Context: an optimization exercise on an open-source flow, tuned for small area, a short achievable clock period and few clock cycles per item. The choices shown serve that exercise and are no tape-out recipe.
Only simulation tests tie the RTL to the original design; equivalence was not proved.
Power and IR drop assume default switching activity.

<file path="design.v">
module ysyx_22040228divider (
    input        wire                                       clk               ,
    input        wire                                       rst               ,
    input        wire    [63:0]                             diviser           ,
    input        wire    [63:0]                             dividend          ,
    input        wire    [7 :0]                             inst_opcode       ,
    input        wire                                       div_ready         ,
    output       wire    [63:0]                             div_rem_data      ,
    output       wire                                       div_finish
);
localparam [2:0] S_IDLE = 3'd0,
                 S_CHK  = 3'd1,
                 S_RUN  = 3'd2,
                 S_FIX  = 3'd3,
                 S_DONE = 3'd4;
reg     [2:0]    st       ;
reg              finish   ;
reg     [63:0]   R        ;    
reg     [71:0]   D        ;    
reg     [63:0]   Q        ;    
reg     [6:0]    t        ;    
reg              aln      ;    
reg              wrd      ;    
reg              rem      ;    
reg              aneg     ;    
reg              bneg     ;    
reg              nfin     ;    
wire op_div   = (inst_opcode == 8'b10000110  );
wire op_divu  = (inst_opcode == 8'b00011010 );
wire op_divw  = (inst_opcode == 8'b01010001 );
wire op_divuw = (inst_opcode == 8'b00100101);
wire op_rem   = (inst_opcode == 8'b11000001  );
wire op_remu  = (inst_opcode == 8'b10000101 );
wire op_remw  = (inst_opcode == 8'b00010011 );
wire op_remuw = (inst_opcode == 8'b01000011);
wire i_sgn  = op_div | op_divw | op_rem | op_remw ;
wire i_wrd  = op_divw | op_divuw | op_remw | op_remuw ;
wire i_rem  = op_rem | op_remu | op_remw | op_remuw ;
wire i_aneg = i_sgn & (i_wrd ? dividend[31] : dividend[63]) ;
wire i_bneg = i_sgn & (i_wrd ? diviser[31]  : diviser[63] ) ;
wire [63:0] a_mag = {(i_wrd ? 32'b0 : (dividend[63:32] ^ {32{i_aneg}})), dividend[31:0] ^ {32{i_aneg}}} ;
wire [63:0] b_mag = {(i_wrd ? 32'b0 : (diviser[63:32]  ^ {32{i_bneg}})), diviser[31:0]  ^ {32{i_bneg}}} ;
reg [63:0] H ;
integer k ;
always @(*) begin
    H[63] = R[63] ;
    for (k = 62; k >= 0; k = k - 1)
        H[k] = H[k+1] | R[k] ;
end
wire d_hi  = |D[71:64] ;
wire len_ge = d_hi | (|(D[63:0] & ~{1'b0, H[63:1]})) ;    
wire len_gt = d_hi | (|(D[63:0] & ~H)) ;                  
wire len_g2 = (|D[71:65]) | (|(D[64:1] & ~H)) ;           
wire d_zero = ~(|D) & ~bneg ;                             
wire        force1 = (st == S_FIX) | ((st == S_CHK) & aneg) ;    
wire [63:0] sub_b  = force1 ? 64'b0 : ~D[63:0] ;
wire        sub_ci = force1 | ~bneg ;
wire [64:0] sub    = {1'b0, R} + {1'b0, sub_b} + {64'b0, sub_ci} ;
wire        ge     = sub[64] & ~d_hi ;
wire quick  = d_zero | (aneg ? len_g2 : len_gt) ;
wire run    = (st == S_RUN) | ((st == S_CHK) & ~quick & ~aneg) ;
wire shift8 = run & aln & H[0] & ~len_ge ;                  
wire skip2  = run & ~shift8 & (t != 7'd0) & len_g2 ;        
wire step1  = run & ~shift8 & ~skip2 ;
wire last   = (skip2 & (t == 7'd1)) | (step1 & (t == 7'd0)) ;
wire [63:0] r_step = ge ? sub[63:0] : R ;
wire [63:0] q_next = skip2 ? {Q[61:0], 2'b00} : {Q[62:0], ge} ;
wire [63:0] r_last = (rem ? (skip2 ? R : r_step) : q_next) ^ {64{nfin}} ;
always @(posedge clk) begin
    if (rst == 1'b1) begin
        st     <= S_IDLE ;
        finish <= 1'b0 ;
    end
    else begin
        case (st)
            S_IDLE : begin
                finish <= 1'b0 ;
                if (div_ready) begin
                    st   <= S_CHK ;
                    R    <= a_mag ;
                    D    <= {8'b0, b_mag} ;
                    Q    <= 64'b0 ;
                    t    <= 7'd0 ;
                    aln  <= 1'b1 ;
                    wrd  <= i_wrd ;
                    rem  <= i_rem ;
                    aneg <= i_aneg ;
                    bneg <= i_bneg ;
                    nfin <= i_rem ? i_aneg : (i_aneg ^ i_bneg) ;
                end
            end
            S_FIX : begin
                R      <= sub[63:0] ;
                st     <= S_DONE ;
                finish <= 1'b1 ;
            end
            S_DONE : begin
                st     <= S_IDLE ;
                finish <= 1'b0 ;
            end
            default : begin    
                if ((st == S_CHK) & quick) begin
                    R      <= rem ? dividend : {64{d_zero}} ;
                    st     <= S_DONE ;
                    finish <= 1'b1 ;
                end
                else begin
                    if ((st == S_CHK) & aneg) begin
                        R  <= sub[63:0] ;                   
                        st <= S_RUN ;
                        if (~len_gt) begin                  
                            D <= {D[63:0], {8{bneg}}} ;
                            t <= t + 7'd8 ;
                        end
                    end
                    if (shift8) begin
                        D  <= {D[63:0], {8{bneg}}} ;
                        t  <= t + 7'd8 ;
                        st <= S_RUN ;
                    end
                    if (step1 | skip2) begin
                        aln <= 1'b0 ;
                        Q   <= q_next ;
                        D   <= skip2 ? {2'b0, D[71:2]} : {1'b0, D[71:1]} ;
                        t   <= t - (skip2 ? 7'd2 : 7'd1) ;
                        R   <= last ? r_last : (skip2 ? R : r_step) ;
                        st  <= last ? (nfin ? S_FIX : S_DONE) : S_RUN ;
                        finish <= last & ~nfin ;
                    end
                end
            end
        endcase
    end
end
assign div_finish   = finish ;
assign div_rem_data = wrd ? {{32{R[31]}}, R[31:0]} : R ;
endmodule
module ysyx_22040228divunit (
    input        wire                                       clk               ,
    input        wire                                       rst               ,
    input        wire    [63:0]                             op1_i             ,
    input        wire    [63:0]                             op2_i             ,
    input        wire    [7 :0]                             inst_opcode_i     ,
    input        wire                                       div_ready         ,
    output       wire    [63:0]                             div_rem_data      ,
    output       wire                                       div_finish
);
ysyx_22040228divider divider2 (
    .clk              (clk            ) ,
    .rst              (rst            ) ,
    .dividend         (op1_i          ) ,
    .diviser          (op2_i          ) ,
    .inst_opcode      (inst_opcode_i  ) ,
    .div_ready        (div_ready      ) ,
    .div_rem_data     (div_rem_data   ) ,
    .div_finish       (div_finish     )
);
endmodule
</file>
<file path="run.sh">
#!/bin/bash
# synth_recipe.tcl (not shown) runs the flow's synth.tcl, then flattens the netlist and writes it again
# the make line also repeats each setting of config.mk as NAME=value (left out here)
make -C /OpenROAD-flow-scripts/flow DESIGN_CONFIG=/design/flow/config.mk WORK_HOME=/design/flow/orfs CLKGATE_MAP_FILE= SYNTH_SCRIPT=/design/flow/synth_recipe.tcl finish
</file>
<file path="config.mk">
export PLATFORM = sky130hd
export DESIGN_NAME = ysyx_22040228divunit
export DESIGN_NICKNAME = ysyx_22040228divunit
export VERILOG_FILES = /design/flow/design.v
export SDC_FILE = /design/flow/constraint.sdc
export NUM_CORES = 4
export LEC_CHECK = 0
export CAP_MARGIN = 20
export CORE_MARGIN = 2
export CORE_UTILIZATION = 40
export PLACE_DENSITY = 0.6
export SLEW_MARGIN = 20
</file>
<file path="constraint.sdc">
create_clock -name core_clock -period 5.5 [get_ports {clk}]
set_input_delay 1.1000 -clock core_clock [delete_from_list [all_inputs] [get_ports {clk}]]
set_output_delay 1.1000 -clock core_clock [all_outputs]
set_load 0.01 [all_outputs]
</file>
==> results by group, run 1 <==
Routing
  • Total Routed Length: 102000 microns
  • Residual DRC count: 0
  • Final ANT Viol Nets: 0
  • Vias: 24.4k
  • First-pass iteration count of the detailed router: 6
  • Initial detailed-routing violation count: 3484
  • Via density: 6.47
  • WL/cell: 27.0 microns

Yosys
  • Synthesized area: 22700 sq um
  • Top cell type's share of synthesized area: 0.280
  • Synth Instances: 2838
  • Post-synth EDFFs: 212
  • Register area share after synthesis: 0.284
  • Distinct cells, synth: 91
  • Yosys reg bits: 216
  • Avg Cell Area, Syn: 8.01 sq um
  • Ranking of synthesized cells by area: edfxtp_1 28%, mux2i_1 8.1%, a21oi_1 5.9%, nor2_1 5.3%, xnor2_1 5.3%
  • Mapped Nets: 3047
  • Top-count cell post-synth: nor2_1
  • Ys async rst share: 0
  • Largest area contributor in the netlist: edfxtp_1
  • Top FF cell, synth: edfxtp_1
  • Yosys warns: 1
  • Synth cell count leaders: 323 x nor2_1, 286 x nand2_1, 267 x a21oi_1

Setup path
  • Crit Path Category: reg2reg
  • Crit-path cells: nor2_1 -> nor2_4 -> buf_4 -> nor2_1 -> ha_1 -> a21o_1 -> a31o_2 -> or4_1 -> a21oi_1 -> or2_2 -> o31a_1 -> o21ai_1 -> a211oi_1 -> xnor2_1 -> mux2i_1 -> o221ai_1 -> or3_1 -> o311a_1
  • Max FO, Critical Path: 17
  • Critical path required time: 5.87 ns
  • Max stage delay on crit path: 0.52 ns
  • Crit path launch type: flop
  • Slowest stage cell, crit path: or4_1
  • CP Data Arrival Time: 5.71 ns
  • Crit-path most repeated cell: nor2_1
  • CP endpoint kind: flop

Power and ir drop
  • Power share of the combinational group: 0.699
  • Net Sw Frac: 0.543
  • Total internal power: 9.54 mW
  • Worst VDD drop: 0.000396 V
  • P_sw: 11.3 mW
  • Clock power frac: 0.096
  • Pwr dens: 771 nW/um^2
  • Final Power: 20.9 mW
  • Leak: 9.88 nW
  • Sequential power share: 0.205

Floorplanning
  • I/O pins: 204
  • Row Count: 87
  • Core area: 56300 sq um
  • Initial Util: 0.404
  • Die X: 242 microns
  • Die ar.: 58700 sq um
  • Die Span Y: 242 microns

Place
  • GP Congestion: 0.982
  • IO Port Bufs: 203
  • DPL Wire Length: 77100 microns

Run
  • Max-Cap Viols: 0

Layout
  • Synthesis-to-finish area growth: 19.1%
  • Layout Nets: 3201
  • Antenna fix cells: 0
  • Utilization after layout: 0.481
  • Layout cells sized above 1: 0.0922

Clock tree
  • CTS Root Cell: clkbuf_16
  • Clk sink count: 216
  • CTS tree: yes
  • CTS clk-pin slew, worst paths: 0.07 ns
  • CTS H-tree lvls: 1
  • Clock latency (worst-skew pair): 0.62 ns
  • Longest Clk Path Bufs: 3
  • Cts bufs inserted: 28

Global route
  • Global-route wire length before repair: 148000 microns
  • Met3 usage: 0.0599
  • GRT Overall Usage: 0.331
  • Antenna violations before repair: 0
  • Global routing's busiest layer: met1
  • Met1 Use GR: 0.493
  • Met2 Track Usage GR: 0.471
  • Largest net degree at the start of global routing: 90
  • Vias in the first global route: 22.5k
  • GRT overflow: 0

Timing
  • Worst rel slew slack: 0.237
  • Setup-violating endpoint count in the final report: 0
  • Final clock skew: 0.0430 ns
  • Fmax achieved: 187 MHz
  • Final hold vios: 0
  • Slew @ Worst Pin: 1.14 ns
  • RSZ-0062 raised after global routing: false
  • Min Tclk post-route: 5.34 ns
  • Slew Limit Fails: 0
  • Period utilization: 0.971

Min path
  • Worst min-delay path category: reg2reg

Run status
  • Status: finished clean
[cell type report]
cell class / count / area (sq um)
well taps: 756 / 946
flip-flops and latches: 216 / 6450
repair buffers: 348 / 3280
clock buffers: 29 / 704
clock inverters: 23 / 280
fillers: 5551 / 29200
inverters: 121 / 457
multi-input cells: 2277 / 14900
[routing by layer]
| layer | wire length (microns) | part of all wire |
|---|---|---|
| met5 | 0 | 0 |
| met2 | 41700 | 0.41 |
| met3 | 11500 | 0.11 |
| met4 | 4050 | 0.040 |
| met1 | 44700 | 0.44 |
[critical path: cells and delay by family (launching register included)]
| family | cells | cell delay, ns |
|---|---|---|
| DFF | 1 | 0.43 |
| adders and majority gates | 1 | 0.33 |
| and+or+nand+nor | 6 | 1.63 |
| AOI/OAI and AO/OA | 8 | 1.91 |
| buffers and inverters | 1 | 0.19 |
| xor gates and xnor gates | 1 | 0.27 |
| muxes | 1 | 0.35 |
[power groups by stage]
stage	combinational [mW]	sequential, mW	clock [mW]
final	14.6	4.28	2.00
after CTS	14.1	4.20	2.01
after global routing	15.6	4.33	2.07
after global placement	13.9	4.22	0
after floorplan	9.41	3.71	0
after detailed placement	14.1	4.22	0
[cell usage in the layout, fill, tap and decap left out, drive strengths merged, types with 27 or more instances in the layout]
cell / instances
clkdlybuf4s50: 203
ha: 67
o221ai: 84
a21oi: 269
a221oi: 28
xor2: 55
nor2: 325
inv: 120
xnor2: 138
nand2b: 37
o21ai: 171
nand2: 287
nor3: 40
mux2i: 183
o22ai: 29
buf: 145
edfxtp: 212
clkbuf: 29
nand3: 59
o31ai: 27
a211oi: 30
o211ai: 39
nor2b: 28
[what timing repair did]
| action | 4_1_cts | 5_1_grt |
|---|---|---|
| hold buffers | 0 | 0 |
| setup endpoints to repair | 0 | 55 |
| buffers inserted | 0 | 7 |
| hold endpoints to repair | 0 | 0 |
| gates resized for setup | 0 | 5 |
[flip-flops by register name, indices dropped and copies added, names as in the netlist]
| name | count |
|---|---|
| divider2.D | 72 |
| divider2.wrd | 1 |
| divider2.R | 64 |
| divider2.rem | 1 |
| divider2.st | 3 |
| divider2.aneg | 1 |
| divider2.finish | 1 |
| divider2.t | 7 |
| divider2.nfin | 1 |
| divider2.bneg | 1 |
| divider2.aln | 1 |
| divider2.Q | 63 |
[worst paths after layout]
path,start,to,slack [ns],depth (start not counted)
setup / recovery,divider2.aneg,divider2.R[43],0.16,18
hold / removal,divider2.finish,divider2.finish,0.62,2
setup reg to reg,divider2.aneg,divider2.R[43],0.16,18
hold reg to reg,divider2.finish,divider2.finish,0.62,2
[metrics by stage]
step	instance area (sq um)	cells	hold WS [ns]	setup WS [ns]	setup TNS [ns]
floorplan	22800	2838	0.517	-0.309	-24.42
global placement	26000	3710	0.568	0.127	0
detailed placement	26000	3710	0.595	0.0778	0
CTS	27000	3762	0.608	0.118	0
global route	27100	3770	0.616	0.00294	0
finish	27100	3770	0.624	0.160	0
[kinds of logic (layout without fill, tap and decap cells)]
logic type	Yosys count	in the layout	synth area share
simple gates	914	914	0.185
fa+ha+maj	70	70	0.0395
mux	194	194	0.0861
flops	216	216	0.284
xor+xnor	193	193	0.0744
compound gates	905	906	0.265
buf+inv	346	521	0.0661
Testbench counts, summed over its fixed seeds: cycles 39,535, items 3,200.
==> run 2: changes to the inputs <==
--- a/config.mk
+++ b/config.mk
@@ -9,4 +9,5 @@
 export CORE_MARGIN = 2
 export CORE_UTILIZATION = 40
 export PLACE_DENSITY = 0.6
+export SETUP_SLACK_MARGIN = 2.8
 export SLEW_MARGIN = 20
==> run 2 against run 1 <==
- synthesized cell count is the same
- sequential power grew 3%
- combinational power grew 71%
- count of clock-buffer cells in the layout grew 4
- still clean
- non-clock buffer count grew 510
- critical path type unchanged
- highest routed layer is now met5
==> results by group, run 2 <==
Power and ir drop
  • Net Sw Frac: 0.506 (-0.0367)
  • Final Power: 31.5 mW (+51%)
  • P_sw: 15.9 mW (+41%)
  • Pwr dens: 839 nW/um^2 (+8.8%)
  • Total internal power: 15.5 mW (+63%)
  • Sequential power share: 0.140 (-0.065)
  • Clock power frac: 0.068 (-0.028)
  • Power share of the combinational group: 0.792 (+0.093)
  • Leak: 14.4 nW (+46%)
  • Worst VDD drop: 0.000441 V (+11%)

Routing
  • Total Routed Length: 134000 microns (+31%)
  • Via density: 6.72 (+3.9%)
  • WL/cell: 31.2 microns (+15%)
  • Residual DRC count: 0 (unchanged)
  • First-pass iteration count of the detailed router: 8 (+2)
  • Initial detailed-routing violation count: 5053 (+45%)
  • Final ANT Viol Nets: 0 (unchanged)
  • Vias: 28.8k (+18%)

Timing
  • Period utilization: 0.880 (-0.0911)
  • RSZ-0062 raised after global routing: true
  • Slew Limit Fails: 0 (unchanged)
  • Setup TNS: 0 ns (unchanged)
  • Setup-violating endpoint count in the final report: 0 (unchanged)
  • Slew @ Worst Pin: 1.26 ns (+0.118 ns)
  • Worst rel slew slack: 0.158 (-0.0790)
  • Final clock skew: 0.0269 ns (-0.0161 ns)
  • Fmax achieved: 207 MHz (+10%)
  • Final hold vios: 0 (unchanged)
  • Min Tclk post-route: 4.84 ns (-0.501 ns)

Layout
  • Layout Nets: 3717 (+16%)
  • Utilization after layout: 0.666 (+0.186)
  • Largest register FFs: 72 (unchanged)
  • Layout cells sized above 1: 0.375 (+0.283)
  • Most frequent cells in the layout: 356 x buf_4, 282 x nor2_1, 241 x a21oi_1
  • Final Non-Filler Cells: 4288 (+14%)
  • Biggest register: divider2.D
  • Synthesis-to-finish area growth: 65.1%
  • Most common library cell in the layout ignoring fill and taps: buf_4
  • Biggest regs: divider2.D: 72 flops, divider2.R: 64 flops, divider2.Q: 63 flops

Yosys
  • Synth cell count leaders: 323 x nor2_1, 286 x nand2_1, 267 x a21oi_1
  • Ranking of synthesized cells by area: edfxtp_1 28%, mux2i_1 8.1%, a21oi_1 5.9%, nor2_1 5.3%, xnor2_1 5.3%
  • Largest area contributor in the netlist: edfxtp_1
  • Top-count cell post-synth: nor2_1
  • Yosys warns: 1 (unchanged)
  • Mapped Nets: 3047 (unchanged)
  • Synth Instances: 2838 (unchanged)
  • Yosys reg bits: 216 (unchanged)
  • Top cell type's share of synthesized area: 0.280 (unchanged)
  • Ys async rst share: 0 (unchanged)
  • Distinct cells, synth: 91 (unchanged)
  • Top FF cell, synth: edfxtp_1
  • Avg Cell Area, Syn: 8.01 sq um (unchanged)
  • Register area share after synthesis: 0.284 (unchanged)
  • Synthesized area: 22700 sq um (unchanged)
  • Post-synth EDFFs: 212 (unchanged)

Global route
  • Vias in the first global route: 27.0k (+20%)
  • Global-route wire length before repair: 185000 microns (+25%)
  • GRT Overall Usage: 0.421 (+0.0900)
  • GRT overflow: 0 (unchanged)
  • Largest net degree at the start of global routing: 66 (-27%)
  • Antenna violations before repair: 3 (+3)

Clock tree
  • CTS tree: yes
  • # hold bufs at CTS: 0 (unchanged)
  • CTS Root Cell: clkbuf_16
  • CTS clk-pin slew, worst paths: 0.07 ns (about the same)
  • Longest Clk Path Bufs: 3 (unchanged)
  • Clk sink count: 216 (unchanged)
  • Clock latency (worst-skew pair): 0.63 ns (about the same)
  • Cts bufs inserted: 29 (+3.6%)
  • CTS H-tree lvls: 1 (unchanged)

Setup path
  • CP Data Arrival Time: 5.21 ns (-0.50 ns)
  • R2R Path Start: divider2.st[2]
  • Crit path launch type: flop
  • Critical path required time: 5.87 ns (about the same)
  • Reg2Reg Depth: 20 (+2)
  • Worst R2R End: divider2.R[1]
  • Flop-to-flop setup slack: 0.66 ns (+0.50 ns)
  • CP endpoint kind: flop
  • Crit path from: divider2.st[2]
  • Max FO, Critical Path: 7 (-10)
  • Crit Path Category: reg2reg

Min path
  • Worst hold path cell count: 2 (unchanged)
  • Hold Path Sink: divider2.finish
  • Worst Min Path Start: divider2.finish
  • Worst min-delay path category: reg2reg

Floorplanning
  • Die ar.: 58700 sq um (unchanged)
  • Initial Util: 0.404 (unchanged)
  • Core area: 56300 sq um (unchanged)
  • Die Span Y: 242 microns (unchanged)
  • I/O pins: 204 (unchanged)
  • Die X: 242 microns (unchanged)
  • Row Count: 87 (unchanged)

Run
  • Max-Cap Viols: 0 (unchanged)

Place
  • GP Congestion: 0.993 (+1.2%)
  • IO Port Bufs: 203 (unchanged)
  • Placed Instances: 3708 (-0.054%)
  • DPL Wire Length: 78300 microns (+1.6%)

Run status
  • Status: finished clean
==> run 2: cell counts after synthesis <==
Identical to the previous run, type by type.
==> run 2: worst max-delay path: stages (launching register included) <==
cell	delay (ns)
dfxtp_4	0.35
nand2b_4	0.15
nor2_4	0.32
buf_12	0.19
buf_12	0.12
nor2_1	0.05
ha_1	0.36
a21o_1	0.18
a41oi_2	0.19
nand3_1	0.14
o211ai_1	0.28
nand3_2	0.21
and3_4	0.22
o2111ai_4	0.21
a21oi_2	0.09
buf_4	0.17
o211ai_1	0.47
o211ai_1	0.23
mux2_2	0.29
o21ai_1	0.06
a221o_1	0.30
==> run 2: cells by family (layout without fill, tap and decap cells) <==
kind of cell               Yosys count  after routing  share of synthesized area
DFF                                216            216                      0.284
other                                0              2                          0
muxes                              194            194                     0.0861
adders and majority gates           70             70                     0.0395
and+or+nand+nor                    914            918                      0.185
buffers and inverters              346           1032                     0.0661
xor gates and xnor gates           193            193                     0.0744
AOI/OAI and AO/OA                  905            907                      0.265
==> run 2: stage by stage <==
| stage | hold slack, ns | instance area [sq um] | worst slack, ns |
|---|---|---|---|
| finish | 0.588 | 37500 | 0.662 |
| global route | 0.599 | 37500 | 0.661 |
| CTS | 0.574 | 35300 | 0.892 |
| detailed placement | 0.582 | 26000 | 0.254 |
| global placement | 0.587 | 26000 | 0.223 |
| floorplan | 0.517 | 22900 | -0.309 |
==> run 2: power groups by stage <==
stage	clock, mW	sequential [mW]	combinational (mW)
4_1_cts	2.10	4.25	21.6
3_5_place_dp	0	4.31	14.2
5_1_grt	2.18	4.41	25.7
6_report	2.13	4.40	24.9
3_3_place_gp	0	4.29	14.1
2_1_floorplan	0	3.70	9.45
==> run 2: layer usage <==
layer,up-vias,wire [microns],global-route usage,part of all wire
met3,657,18100,0.121,0.14
met5,-,16,0,0.00012
met4,2,10600,0.224,0.080
met2,2529,54700,0.618,0.41
met1,13723,50200,0.556,0.38
li1,11916,-,-,-
==> run 2: cell type report <==
| cell class | count | area [sq um] |
|---|---|---|
| tap | 756 | 946 |
| sequential | 216 | 6460 |
| inverter | 121 | 497 |
| fill | 4292 | 18800 |
| clock buffer | 33 | 741 |
| antenna | 2 | 5.00 |
| timing repair buffer | 858 | 9890 |
| multi-input combinational | 2282 | 18700 |
| clock inverter | 20 | 268 |
==> run 2: timing repair <==
action,in CTS,in global routing
cloned,70,2
pin swaps,189,129
resized for setup,993,321
endpoints found under the setup margin,490,463
setup buffers,359,93
==> run 2: worst max path at each step <==
stage               cells past startpoint  slack (ns)             end
floorplan                              10       -0.31   divider2.D[0]
global placement                       17        0.22  divider2.R[43]
detailed placement                     16        0.25  divider2.R[43]
CTS                                    21        0.89  divider2.R[20]
global route                           22        0.66  divider2.R[20]
finish                                 20        0.66   divider2.R[1]

port drivers added, routing unchanged:
No port has a modelled driver above. Below, the same layouts with a new extraction and two added sets of constraints.
Step 1, drivers: a clkbuf_16 drives clk and a buf_2 each remaining input, both assumed.
Step 2 also shifts input and output timing later by t, the mid clock arrival at the registers, as if the neighbouring blocks saw the same clock.
a / b / c = ideal ports / drivers / drivers and shift; a / b = the first two.
| run | t, ns | setup slack, ns | latest minus earliest clock arrival (ns) |
|---|---|---|---|
| run 1 | 0.655 | 0.160 / 0.160 / 0.160 | 0.043 / 0.043 |
| run 2 | 0.675 | 0.662 / 0.662 / 0.662 | 0.027 / 0.027 |
After both steps every run listed still meets setup and hold.
